Source: an optimization exercise on an open RTL-to-GDS flow (aim: small area). Production flows keep margins and buffers that such runs may drop.
The RTL was checked by simulation tests, not by an equivalence proof against the original design.
Power is estimated from default activity; no workload was simulated.

[constraint.sdc]
create_clock -name core_clock -period 4.0 [get_ports {clk}]
set_input_delay 0.8000 -clock core_clock [delete_from_list [all_inputs] [get_ports {clk}]]
set_output_delay 0.8000 -clock core_clock [all_outputs]
set_load 0.01 [all_outputs]
[design.v]
module bufferDepth1 #(
    parameter WIDTH = 64
) (
    input clk, reset,
    input wrEnable, rdEnable,
    input [WIDTH-1:0] dataIn,
    output [WIDTH-1:0] dataOut,
    output full, empty
);
    reg [WIDTH-1:0] memory;                      
    reg fullFlag;                                
    assign full = fullFlag;
    assign empty = ~fullFlag;
    assign dataOut = memory;                     
    always @(posedge clk) begin
        if (reset) begin
            memory <= 0;
            fullFlag <= 0;
        end
        else begin
            if (wrEnable & (!fullFlag)) begin
                memory <= dataIn;
                fullFlag <= 1;
            end
            if (rdEnable & fullFlag) begin
                fullFlag <= 0;
            end
        end
    end
endmodule
module rotating_prioritizer (
    input clk, reset,
    input polarity,
    input req0, req1,
    output grant0, grant1
);
    reg grantReg0, grantReg1;
    assign grant0 = grantReg0;
    assign grant1 = grantReg1;
    reg lastGrant0, lastGrant1;
    reg reqF0, reqF1;
    reg grantF0, grantF1;
    always @(*) begin
        if (reqF0) begin
            grantF0 = 1;
            grantF1 = 0;
        end
        else begin
            grantF0 = 0;
            grantF1 = reqF1;
        end
    end
    always @(*) begin
        if (polarity) begin
            if (lastGrant1) begin
                {reqF0, reqF1} = {req0, req1};
                {grantReg0, grantReg1} = {grantF0, grantF1};              
            end
            else begin
                {reqF0, reqF1} = {req1, req0};
                {grantReg0, grantReg1} = {grantF1, grantF0};
            end
        end
        else begin  
            if (lastGrant0) begin
                {reqF0, reqF1} = {req0, req1};
                {grantReg0, grantReg1} = {grantF0, grantF1};              
            end
            else begin
                {reqF0, reqF1} = {req1, req0};
                {grantReg0, grantReg1} = {grantF1, grantF0};
            end
        end
    end
    always @(posedge clk) begin
        if (reset) begin
            lastGrant0 <= 1;  
            lastGrant1 <= 1;
        end
        else begin
            if (polarity) begin
                if (~req0 || ~req1) begin  
                    lastGrant1 <= 1;
                end
                else begin
                    if (grantReg0) begin
                        lastGrant1 <= 0;
                    end
                    if (grantReg1) begin
                        lastGrant1 <= 1;
                    end
                end
            end
            else begin  
                if (~req0 || ~req1) begin  
                    lastGrant0 <= 1;
                end
                else begin
                    if (grantReg0) begin
                        lastGrant0 <= 0;
                    end
                    if (grantReg1) begin
                        lastGrant0 <= 1;
                    end
                end
            end
        end
    end
endmodule
module cardinal_router 
#(
    parameter PACKET_SIZE = 64
)
(
    input clk, reset,                     
    output polarity,
    input cwsi,                          
    output cwri,                         
    input [PACKET_SIZE - 1:0] cwdi,      
    input ccwsi,                         
    output ccwri,                        
    input [PACKET_SIZE - 1:0] ccwdi,     
    input pesi,                          
    output peri,                         
    input [PACKET_SIZE - 1:0] pedi,      
    output cwso,                         
    input cwro,                          
    output [PACKET_SIZE - 1:0] cwdo,     
    output ccwso,                        
    input ccwro,                         
    output [PACKET_SIZE - 1:0] ccwdo,    
    output peso,                         
    input pero,                          
    output [PACKET_SIZE - 1:0] pedo      
);
    wire fullCwi0, fullCwi1, fullCcwi0, fullCcwi1, fullPei0, fullPei1;
    wire emptyCwi0, emptyCwi1, emptyCcwi0, emptyCcwi1, emptyPei0, emptyPei1;
    reg rdEnableCwi0, rdEnableCwi1, rdEnableCcwi0, rdEnableCcwi1, rdEnablePei0, rdEnablePei1;
    reg wrEnableCwi0, wrEnableCwi1, wrEnableCcwi0, wrEnableCcwi1, wrEnablePei0, wrEnablePei1;
    wire [PACKET_SIZE - 1:0] dataCwi0, dataCwi1, dataCcwi0, dataCcwi1, dataPei0, dataPei1;
    bufferDepth1 bufCwi0
    (
        .clk(clk),
        .reset(reset),
        .full(fullCwi0),
        .empty(emptyCwi0),
        .rdEnable(rdEnableCwi0),
        .wrEnable(wrEnableCwi0),
        .dataIn(cwdi),
        .dataOut(dataCwi0)
    );
    bufferDepth1 bufCwi1
    (
        .clk(clk),
        .reset(reset),
        .full(fullCwi1),
        .empty(emptyCwi1),
        .rdEnable(rdEnableCwi1),
        .wrEnable(wrEnableCwi1),
        .dataIn(cwdi),
        .dataOut(dataCwi1)
    );
    bufferDepth1 bufCcwi0
    (
        .clk(clk),
        .reset(reset),
        .full(fullCcwi0),
        .empty(emptyCcwi0),
        .rdEnable(rdEnableCcwi0),
        .wrEnable(wrEnableCcwi0),
        .dataIn(ccwdi),
        .dataOut(dataCcwi0)
    );
    bufferDepth1 bufCcwi1
    (
        .clk(clk),
        .reset(reset),
        .full(fullCcwi1),
        .empty(emptyCcwi1),
        .rdEnable(rdEnableCcwi1),
        .wrEnable(wrEnableCcwi1),
        .dataIn(ccwdi),
        .dataOut(dataCcwi1)
    );
    bufferDepth1 bufPei0
    (
        .clk(clk),
        .reset(reset),
        .full(fullPei0),
        .empty(emptyPei0),
        .rdEnable(rdEnablePei0),
        .wrEnable(wrEnablePei0),
        .dataIn(pedi),
        .dataOut(dataPei0)
    );   
    bufferDepth1 bufPei1
    (
        .clk(clk),
        .reset(reset),
        .full(fullPei1),
        .empty(emptyPei1),
        .rdEnable(rdEnablePei1),
        .wrEnable(wrEnablePei1),
        .dataIn(pedi),
        .dataOut(dataPei1)
    ); 
    wire fullCwo0, fullCwo1, fullCcwo0, fullCcwo1, fullPeo0, fullPeo1;
    wire emptyCwo0, emptyCwo1, emptyCcwo0, emptyCcwo1, emptyPeo0, emptyPeo1;
    wire rdEnableCwo0, rdEnableCwo1, rdEnableCcwo0, rdEnableCcwo1, rdEnablePeo0, rdEnablePeo1;
    reg wrEnableCwo0, wrEnableCwo1, wrEnableCcwo0, wrEnableCcwo1, wrEnablePeo0, wrEnablePeo1;
    reg [PACKET_SIZE - 1:0] dataInCwo0, dataInCwo1, dataInCcwo0, dataInCcwo1, dataInPeo0, dataInPeo1;
    wire [PACKET_SIZE - 1:0] dataOutCwo0, dataOutCwo1, dataOutCcwo0, dataOutCcwo1, dataOutPeo0, dataOutPeo1;
    bufferDepth1 bufCwo0
    (
        .clk(clk),
        .reset(reset),
        .full(fullCwo0),
        .empty(emptyCwo0),
        .rdEnable(rdEnableCwo0),
        .wrEnable(wrEnableCwo0),
        .dataIn(dataInCwo0),
        .dataOut(dataOutCwo0)
    );
    bufferDepth1 bufCwo1
    (
        .clk(clk),
        .reset(reset),
        .full(fullCwo1),
        .empty(emptyCwo1),
        .rdEnable(rdEnableCwo1),
        .wrEnable(wrEnableCwo1),
        .dataIn(dataInCwo1),
        .dataOut(dataOutCwo1)
    );
    bufferDepth1 bufCcwo0
    (
        .clk(clk),
        .reset(reset),
        .full(fullCcwo0),
        .empty(emptyCcwo0),
        .rdEnable(rdEnableCcwo0),
        .wrEnable(wrEnableCcwo0),
        .dataIn(dataInCcwo0),
        .dataOut(dataOutCcwo0)
    );
    bufferDepth1 bufCcwo1
    (
        .clk(clk),
        .reset(reset),
        .full(fullCcwo1),
        .empty(emptyCcwo1),
        .rdEnable(rdEnableCcwo1),
        .wrEnable(wrEnableCcwo1),
        .dataIn(dataInCcwo1),
        .dataOut(dataOutCcwo1)
    );
    bufferDepth1 bufPeo0
    (
        .clk(clk),
        .reset(reset),
        .full(fullPeo0),
        .empty(emptyPeo0),
        .rdEnable(rdEnablePeo0),
        .wrEnable(wrEnablePeo0),
        .dataIn(dataInPeo0),
        .dataOut(dataOutPeo0)
    );   
    bufferDepth1 bufPeo1
    (
        .clk(clk),
        .reset(reset),
        .full(fullPeo1),
        .empty(emptyPeo1),
        .rdEnable(rdEnablePeo1),
        .wrEnable(wrEnablePeo1),
        .dataIn(dataInPeo1),
        .dataOut(dataOutPeo1)
    );  
    reg reqCwiCwo, reqCwiPeo;
    reg reqCcwiCcwo, reqCcwiPeo;
    reg reqPeiCwo, reqPeiCcwo;
    wire grantCwiCwo, grantCwiPeo; 
    wire grantCcwiCcwo, grantCcwiPeo;
    wire grantPeiCwo, grantPeiCcwo;
    rotating_prioritizer arbiterCwo
    (
        .clk(clk),
        .reset(reset),
        .polarity(polarity),
        .req0(reqCwiCwo),
        .req1(reqPeiCwo),
        .grant0(grantCwiCwo),
        .grant1(grantPeiCwo)
    );
    rotating_prioritizer arbiterCcwo
    (
        .clk(clk),
        .reset(reset),
        .polarity(polarity),
        .req0(reqCcwiCcwo),
        .req1(reqPeiCcwo),
        .grant0(grantCcwiCcwo),
        .grant1(grantPeiCcwo)
    );
    rotating_prioritizer arbiterPeo
    (
        .clk(clk),
        .reset(reset),
        .polarity(polarity),
        .req0(reqCwiPeo),
        .req1(reqCcwiPeo),
        .grant0(grantCwiPeo),
        .grant1(grantCcwiPeo)
    );
    reg cwriReg, ccwriReg, periReg;
    reg cwsoReg, ccwsoReg, pesoReg;
    reg polarityReg;
    assign cwri     = cwriReg;
    assign ccwri    = ccwriReg;
    assign peri     = periReg;
    assign cwso     = cwsoReg;
    assign ccwso    = ccwsoReg;
    assign peso     = pesoReg;
    assign cwdo = (polarityReg == 0)   ? dataOutCwo1   : dataOutCwo0;
    assign ccwdo = (polarityReg == 0)  ? dataOutCcwo1  : dataOutCcwo0;  
    assign pedo = (polarityReg == 0)   ? dataOutPeo1   : dataOutPeo0; 
    assign rdEnableCwo0     = (polarityReg == 1)   ? (cwsoReg & cwro)      : 0;
    assign rdEnableCwo1     = (polarityReg == 0)   ? (cwsoReg & cwro)      : 0;
    assign rdEnableCcwo0    = (polarityReg == 1)   ? (ccwsoReg & ccwro)    : 0;  
    assign rdEnableCcwo1    = (polarityReg == 0)   ? (ccwsoReg & ccwro)    : 0;  
    assign rdEnablePeo0     = (polarityReg == 1)   ? (pesoReg & pero)      : 0;
    assign rdEnablePeo1     = (polarityReg == 0)   ? (pesoReg & pero)      : 0;  
    assign polarity = polarityReg;
    always @(posedge clk) begin
        if (reset) begin
            polarityReg <= 0;
        end
        else begin
            polarityReg <= ~polarityReg;
        end
    end
    always @(*) begin
        if(polarityReg == 0) begin
            if(emptyCwi1) begin 
                cwriReg = 1;
            end
            else begin 
                cwriReg = 0;
            end
            if(emptyCcwi1) begin 
                ccwriReg = 1;
            end
            else begin 
                ccwriReg = 0;
            end
            if(emptyPei1) begin 
                periReg = 1; 
            end
            else begin 
                periReg = 0;
            end
        end
        else begin  
            if(emptyCwi0) begin 
                cwriReg = 1;
            end
            else begin 
                cwriReg = 0;
            end
            if(emptyCcwi0) begin 
                ccwriReg = 1;
            end
            else begin 
                ccwriReg = 0;
            end
            if(emptyPei0) begin 
                periReg = 1;
            end
            else begin 
                periReg = 0;
            end
        end
    end
    always @(*) begin
        if(polarityReg == 0) begin
            wrEnableCwi0 = 0;
            wrEnableCcwi0 = 0;
            wrEnablePei0 = 0;
            if(cwsi && cwriReg) begin 
                wrEnableCwi1 = 1;
            end
            else begin 
                wrEnableCwi1 = 0;
            end
            if(ccwsi && ccwriReg) begin
                wrEnableCcwi1 = 1;
            end
            else begin 
                wrEnableCcwi1 = 0; 
            end
            if(pesi && periReg) begin 
                wrEnablePei1 = 1;
            end
            else begin 
                wrEnablePei1 = 0;   
            end
        end
        else begin
            wrEnableCwi1 = 0;
            wrEnableCcwi1 = 0;
            wrEnablePei1 = 0;
            if(cwsi && cwriReg) begin 
                wrEnableCwi0 = 1;
            end
            else begin 
                wrEnableCwi0 = 0;
            end
            if(ccwsi && ccwriReg) begin 
                wrEnableCcwi0 = 1;
            end
            else begin 
                wrEnableCcwi0 = 0; 
            end
            if(pesi && periReg) begin 
                wrEnablePei0 = 1;
            end
            else begin 
                wrEnablePei0 = 0; 
            end
        end 
    end
    always @(*) begin
        reqCwiCwo = 0;
        reqCwiPeo = 0;
        reqCcwiCcwo = 0;
        reqCcwiPeo = 0;
        reqPeiCwo = 0;
        reqPeiCcwo = 0;
        if(polarityReg == 0) begin  
            if(fullCwi0 && (dataCwi0[48] == 1) && emptyCwo0) begin 
                reqCwiCwo = 1;
            end
            if(fullCwi0 && (dataCwi0[48] == 0) && emptyPeo0) begin 
                reqCwiPeo = 1;
            end
            if(fullCcwi0 && (dataCcwi0[48] == 1) && emptyCcwo0) begin 
                reqCcwiCcwo = 1;
            end
            if(fullCcwi0 && (dataCcwi0[48] == 0) && emptyPeo0) begin 
                reqCcwiPeo = 1;
            end
            if(fullPei0 && (dataPei0[62] == 0) && emptyCwo0) begin 
                reqPeiCwo = 1;
            end
            if(fullPei0 && (dataPei0[62] == 1) && emptyCcwo0) begin 
                reqPeiCcwo = 1;
            end
        end
        else begin  
            if(fullCwi1 && (dataCwi1[48] == 1) && emptyCwo1) begin 
                reqCwiCwo = 1;
            end
            if(fullCwi1 && (dataCwi1[48] == 0) && emptyPeo1) begin 
                reqCwiPeo = 1;
            end
            if(fullCcwi1 && (dataCcwi1[48] == 1) && emptyCcwo1) begin 
                reqCcwiCcwo = 1;
            end
            if(fullCcwi1 && (dataCcwi1[48] == 0) && emptyPeo1) begin 
                reqCcwiPeo = 1;
            end
            if(fullPei1 && (dataPei1[62] == 0) && emptyCwo1) begin 
                reqPeiCwo = 1;
            end
            if(fullPei1 && (dataPei1[62] == 1) && emptyCcwo1) begin 
                reqPeiCcwo = 1;
            end
        end
    end
    always @(*) begin
        rdEnableCwi0 = 0;
        rdEnableCwi1 = 0;
        rdEnableCcwi0 = 0;
        rdEnableCcwi1 = 0;
        rdEnablePei0 = 0;
        rdEnablePei1 = 0;
        wrEnableCwo0 = 0;
        wrEnableCwo1 = 0;
        wrEnableCcwo0 = 0;
        wrEnableCcwo1 = 0;
        wrEnablePeo0 = 0;
        wrEnablePeo1 = 0;
        dataInCwo0 = 64'bx;
        dataInCwo1 = 64'bx;
        dataInCcwo0 = 64'bx;
        dataInCcwo1 = 64'bx;
        dataInPeo0 = 64'bx;
        dataInPeo1 = 64'bx;
        if(polarityReg == 0)  
        begin
            if(grantCwiCwo) begin                            
                rdEnableCwi0 = 1;
                wrEnableCwo0 = 1;
                dataInCwo0 = dataCwi0;                       
                dataInCwo0[55-:8] = dataCwi0[55-:8] >> 1;    
            end
            if(grantCwiPeo) begin
                rdEnableCwi0 = 1;
                wrEnablePeo0 = 1;
                dataInPeo0 = dataCwi0;
                dataInPeo0[55-:8] = dataCwi0[55-:8] >> 1;
            end
            if(grantCcwiCcwo) begin
                rdEnableCcwi0 = 1;
                wrEnableCcwo0 = 1;
                dataInCcwo0 = dataCcwi0;
                dataInCcwo0[55-:8] = dataCcwi0[55-:8] >> 1;
            end
            if(grantCcwiPeo) begin
                rdEnableCcwi0 = 1;
                wrEnablePeo0 = 1;
                dataInPeo0 = dataCcwi0;
                dataInPeo0[55-:8] = dataCcwi0[55-:8] >> 1;
            end
            if(grantPeiCwo) begin
                rdEnablePei0 = 1;
                wrEnableCwo0 = 1;
                dataInCwo0 = dataPei0;
                dataInCwo0[55-:8] = dataPei0[55-:8] >> 1;
            end
            if(grantPeiCcwo) begin
                rdEnablePei0 = 1;
                wrEnableCcwo0 = 1;
                dataInCcwo0 = dataPei0;
                dataInCcwo0[55-:8] = dataPei0[55-:8] >> 1;
            end
        end
        else  
        begin
            if(grantCwiCwo) begin
                rdEnableCwi1 = 1;
                wrEnableCwo1 = 1;
                dataInCwo1 = dataCwi1;
                dataInCwo1[55-:8] = dataCwi1[55-:8] >> 1;
            end
            if(grantCwiPeo) begin
                rdEnableCwi1 = 1;
                wrEnablePeo1 = 1;
                dataInPeo1 = dataCwi1;
                dataInPeo1[55-:8] = dataCwi1[55-:8] >> 1;
            end
            if(grantCcwiCcwo) begin
                rdEnableCcwi1 = 1;
                wrEnableCcwo1 = 1;
                dataInCcwo1 = dataCcwi1;
                dataInCcwo1[55-:8] = dataCcwi1[55-:8] >> 1;
            end
            if(grantCcwiPeo) begin
                rdEnableCcwi1 = 1;
                wrEnablePeo1 = 1;
                dataInPeo1 = dataCcwi1;
                dataInPeo1[55-:8] = dataCcwi1[55-:8] >> 1;
            end
            if(grantPeiCwo) begin
                rdEnablePei1 = 1;
                wrEnableCwo1 = 1;
                dataInCwo1 = dataPei1;
                dataInCwo1[55-:8] = dataPei1[55-:8] >> 1;
            end
            if(grantPeiCcwo) begin
                rdEnablePei1 = 1;
                wrEnableCcwo1 = 1;
                dataInCcwo1 = dataPei1;
                dataInCcwo1[55-:8] = dataPei1[55-:8] >> 1;
            end
        end
    end
    always @(*) begin
        cwsoReg     = (polarityReg == 0) ? (fullCwo1 & cwro)   : (fullCwo0 & cwro);
        ccwsoReg    = (polarityReg == 0) ? (fullCcwo1 & ccwro) : (fullCcwo0 & ccwro);  
        pesoReg     = (polarityReg == 0) ? (fullPeo1 & pero)   : (fullPeo0 & pero);    
    end 
endmodule 
[config.mk]
export PLATFORM = sky130hd
export DESIGN_NAME = cardinal_router
export DESIGN_NICKNAME = cardinal_router
export VERILOG_FILES = /design/flow/design.v
export SDC_FILE = /design/flow/constraint.sdc
export NUM_CORES = 4
export LEC_CHECK = 0
export CAP_MARGIN = 20
export CORE_MARGIN = 2
export CORE_UTILIZATION = 40
export SLEW_MARGIN = 20
[run.sh]
#!/bin/bash
# synth_recipe.tcl (not shown) runs the flow's synth.tcl, then flattens the netlist and writes it again
# the make line also repeats each setting of config.mk as NAME=value (left out here)
make -C /OpenROAD-flow-scripts/flow DESIGN_CONFIG=/design/flow/config.mk WORK_HOME=/design/flow/orfs CLKGATE_MAP_FILE= SYNTH_SCRIPT=/design/flow/synth_recipe.tcl finish
==> reports/metrics.yaml <==
core-area_um2: 80680
ant_nets: 0
worst_setup_path_start_kind: "register"
synthCells: 3655
p_leak_uw: 0.01387
tritoncts: "done"
yosys-top-cells-area: "dfxtp_1, mux2i_1, nand2_1, a211oi_1, mux2_2"
die-area_um2: 83860
synth_top_family_by_area: "multiplexers"
antenna_found_initial: 7
htreeDepth: 3
timing_worst_setup_path_type: "register to output port"
grt_max_degree: 212
yosysSeqAreaShare: 0.4780
async_reset_ff_frac: 0
synth.distinct_cells: 55
drv_cap: 0
drt_iter0_markers: 1961
outcome: "finished clean"
via_per_inst: 5.383
worstPathRequired_ns: 3.20
ir_worst_vdd_uv: 326.0
die_w_um: 289.6
synth_fa_ha_area_frac: 0
critPathMaxFanout: 43
cp-end-kind: "output port"
drc: 0
drtPass1Iterations: 5
path_clk_slew_ns: 0.06
synthFlopType: "dfxtp_1"
start_util: 0.4044
clock_latency_ns: 0.64
powerDensity_nw_per_um2: 465.6
fmax_mhz: 279.2
rows: 104
die_h_um: 289.6
finalWeightedCongestion: 0.7666
vias: 26990
synthDominantCellAreaShare: 0.4780
synth-simple-area-share: 0.1497
drt_wl_total_um: 111900
yosys-mux-area-fraction: 0.1648
fin_crit_ns: 3.581
arrival_ns: 2.78
hpwl_um: 65210
grt_pass1_wl_um: 164300
clockRootBuffer: "clkbuf_16"
synth_xor_area_frac: 0
clockBufferDepth: 3
hold_viol: 0
num-fill-cells: 7801
maxSlewHeadroom: 0.2554
min_path_type: "register to register"
ys_seq_elements: 779
area_growth_pct: 23.37
place_inst: 4857
grt_usage: 0.2594
cts_inserted_buffers: 85
grt-ovfl-total: 0
finClkSkew_ns: 0.02423
synth_compound_area_frac: 0.1646
cts_setup_buffers: 0
instances_no_fill: 5013
grt_pass1_vias: 26160
synth_warnings: 3
timing.final.crit_share: 0.8954
clock_sinks: 779
io_pins: 399
wire_per_inst_um: 22.32
drive_above_1_share: 0.1129
synth_top_cell_by_area: "dfxtp_1"
grt_setup_unrepaired: "no"
postCtsHoldBufs: 0
netlist_area_um2: 32620
slew_viol_final: 0
io_buffers: 394
nNetsFinal: 4084
synth_edf_count: 0
avgSynthCellArea_um2: 8.925
setup-tns-final_ns: 0
tightest_slew_ns: 1.117
hold-worst-slack_ns: 0.4634
cts_resized: 0
report.final.setup_viol: 0
## registers in the layout, summed over array words and instances, names as in the netlist, 63 cells and up
register         flops
bufCcwi0.memory     64
bufCcwi1.memory     64
bufCwi0.memory      64
bufCwi1.memory      64
bufCcwo0.memory     63
bufCcwo1.memory     63
bufCwo0.memory      63
bufCwo1.memory      63
bufPei0.memory      63
bufPei1.memory      63
bufPeo0.memory      63
bufPeo1.memory      63
## routing by layer
layer / up-vias / track usage / routed length, um
li1: 13160 / - / -
met1: 12810 / 0.3449 / 49030
met2: 805 / 0.4262 / 52590
met3: 211 / 0.03681 / 6308
met4: 6 / 0.1008 / 3909
met5: - / 0 / 40
## report_power, final
part / total, uW / switching (uW) / leakage, uW / internal, uW
Combinational: 2370 / 1410 / 0.00613 / 961
Sequential: 8410 / 254 / 0.00634 / 8160
Clock: 7960 / 3300 / 0.00140 / 4660
Total: 18700 / 4960 / 0.0139 / 13800
## layout make-up
cell class | count | area (um^2) | share of cell area
clock inverters | 21 | 264.0 | 0.006560
clock buffers | 131 | 2582 | 0.06417
flip-flops and latches | 779 | 15600 | 0.3876
well taps | 1060 | 1326 | 0.03295
repair buffers | 453 | 4679 | 0.1163
inverters | 8 | 30.03 | 0.0007461
multi-input cells | 2557 | 15760 | 0.3915
diodes | 4 | 10.01 | 0.0002487
## worst max-delay path, cell delays in order (launching register included)
cell and delay (ns):
dfxtp_4 0.51, buf_4 0.59, mux2_2 0.46, clkdlybuf4s50_1 0.52
## cell usage in the layout (no fill, tap or decap), types with 4 or more instances in the layout
cell and n:
a211oi_1 316, clkbuf_16 87, nor2_4 6, o21ai_0 12
mux2i_1 321, buf_12 23, a21oi_1 392, clkbuf_1 20
buf_4 36, nand2_1 786, clkbuf_8 24, a221o_2 31
nor2_1 336, clkdlybuf4s50_1 393, nand2b_1 4, inv_1 8
mux2_2 192, a32oi_1 4, or2_4 4, and2_1 63
dfxtp_1 778, a221o_1 32, clkinv_2 9, diode_2 4
## cells in the mapped netlist (all sizes together), types with 3 or more instances
cell type	instances
nor4b	3
nor3b	3
nor3	3
a211oi	317
nor2b	3
nand2	786
o21ai	13
a221o	63
or2	7
a32oi	4
mux2i	321
inv	8
nor2	342
clkbuf	224
a21oi	395
buf	89
mux2	192
a21o	3
nand3b	3
nand2b	4
and2	64
dfxtp	779
## metrics by stage
stage / util / worst slack, ns / total power (uW) / cell area (um^2)
2_1_floorplan: - / 1.027 / 9853 / 32630
3_3_place_gp: 0.4635 / 1.002 / 10920 / 37390
3_5_place_dp: 0.4635 / 0.9046 / 10940 / 37390
4_1_cts: 0.4987 / 0.3935 / 18870 / 40240
5_1_grt: 0.4989 / 0.3483 / 19400 / 40250
6_report: 0.4989 / 0.4186 / 18740 / 40250
## final timing paths
path | from | end | slack [ns] | depth (start not counted)
setup / recovery | polarityReg | ccwdo[13] | 0.42 | 3
hold / removal | bufCcwi1.memory[63] | bufCcwi1.memory[63] | 0.46 | 2
setup reg to reg | polarityReg | bufCwo0.memory[23] | 0.96 | 8
hold reg to reg | bufCcwi1.memory[63] | bufCcwi1.memory[63] | 0.46 | 2
## cells by family (layout without fill, tap and decap cells)
logic type / count (synthesis) / after routing
and+or+nand+nor: 1226 / 1226
other: 1 / 7
DFF: 779 / 779
AOI/OAI and AO/OA: 815 / 815
muxes: 513 / 513
buffers and inverters: 321 / 613

-- static timing again, ports no longer ideal --
The flow's constraints put no driver on any port. The routed layout listed below was extracted and timed again, unchanged, in two steps. Step 1 (the two cells are an assumption about what drives the block):
set clk [get_ports {clk}]
set_driving_cell -lib_cell sky130_fd_sc_hd__clkbuf_16 $clk
set_driving_cell -lib_cell sky130_fd_sc_hd__buf_2 [delete_from_list [all_inputs] $clk]
Step 2 times the ports against the registers' clock, not the clock port: input delays grow and output delays shrink by t, the midpoint of the rising clock arrivals with the driver on. a / b / c = ideal / step 1 / step 2; a / b = the first two.
t (ns): 0.700
setup slack, ns: 0.419 / 0.347 / 0.958
hold WS [ns]: 0.463 / 0.463 / 0.463
pins driven straight from the clock port: 1
After both steps setup and hold are still met in this run. The setup slack of this run moves by -0.072 ns with the drivers and by +0.539 ns with both steps.
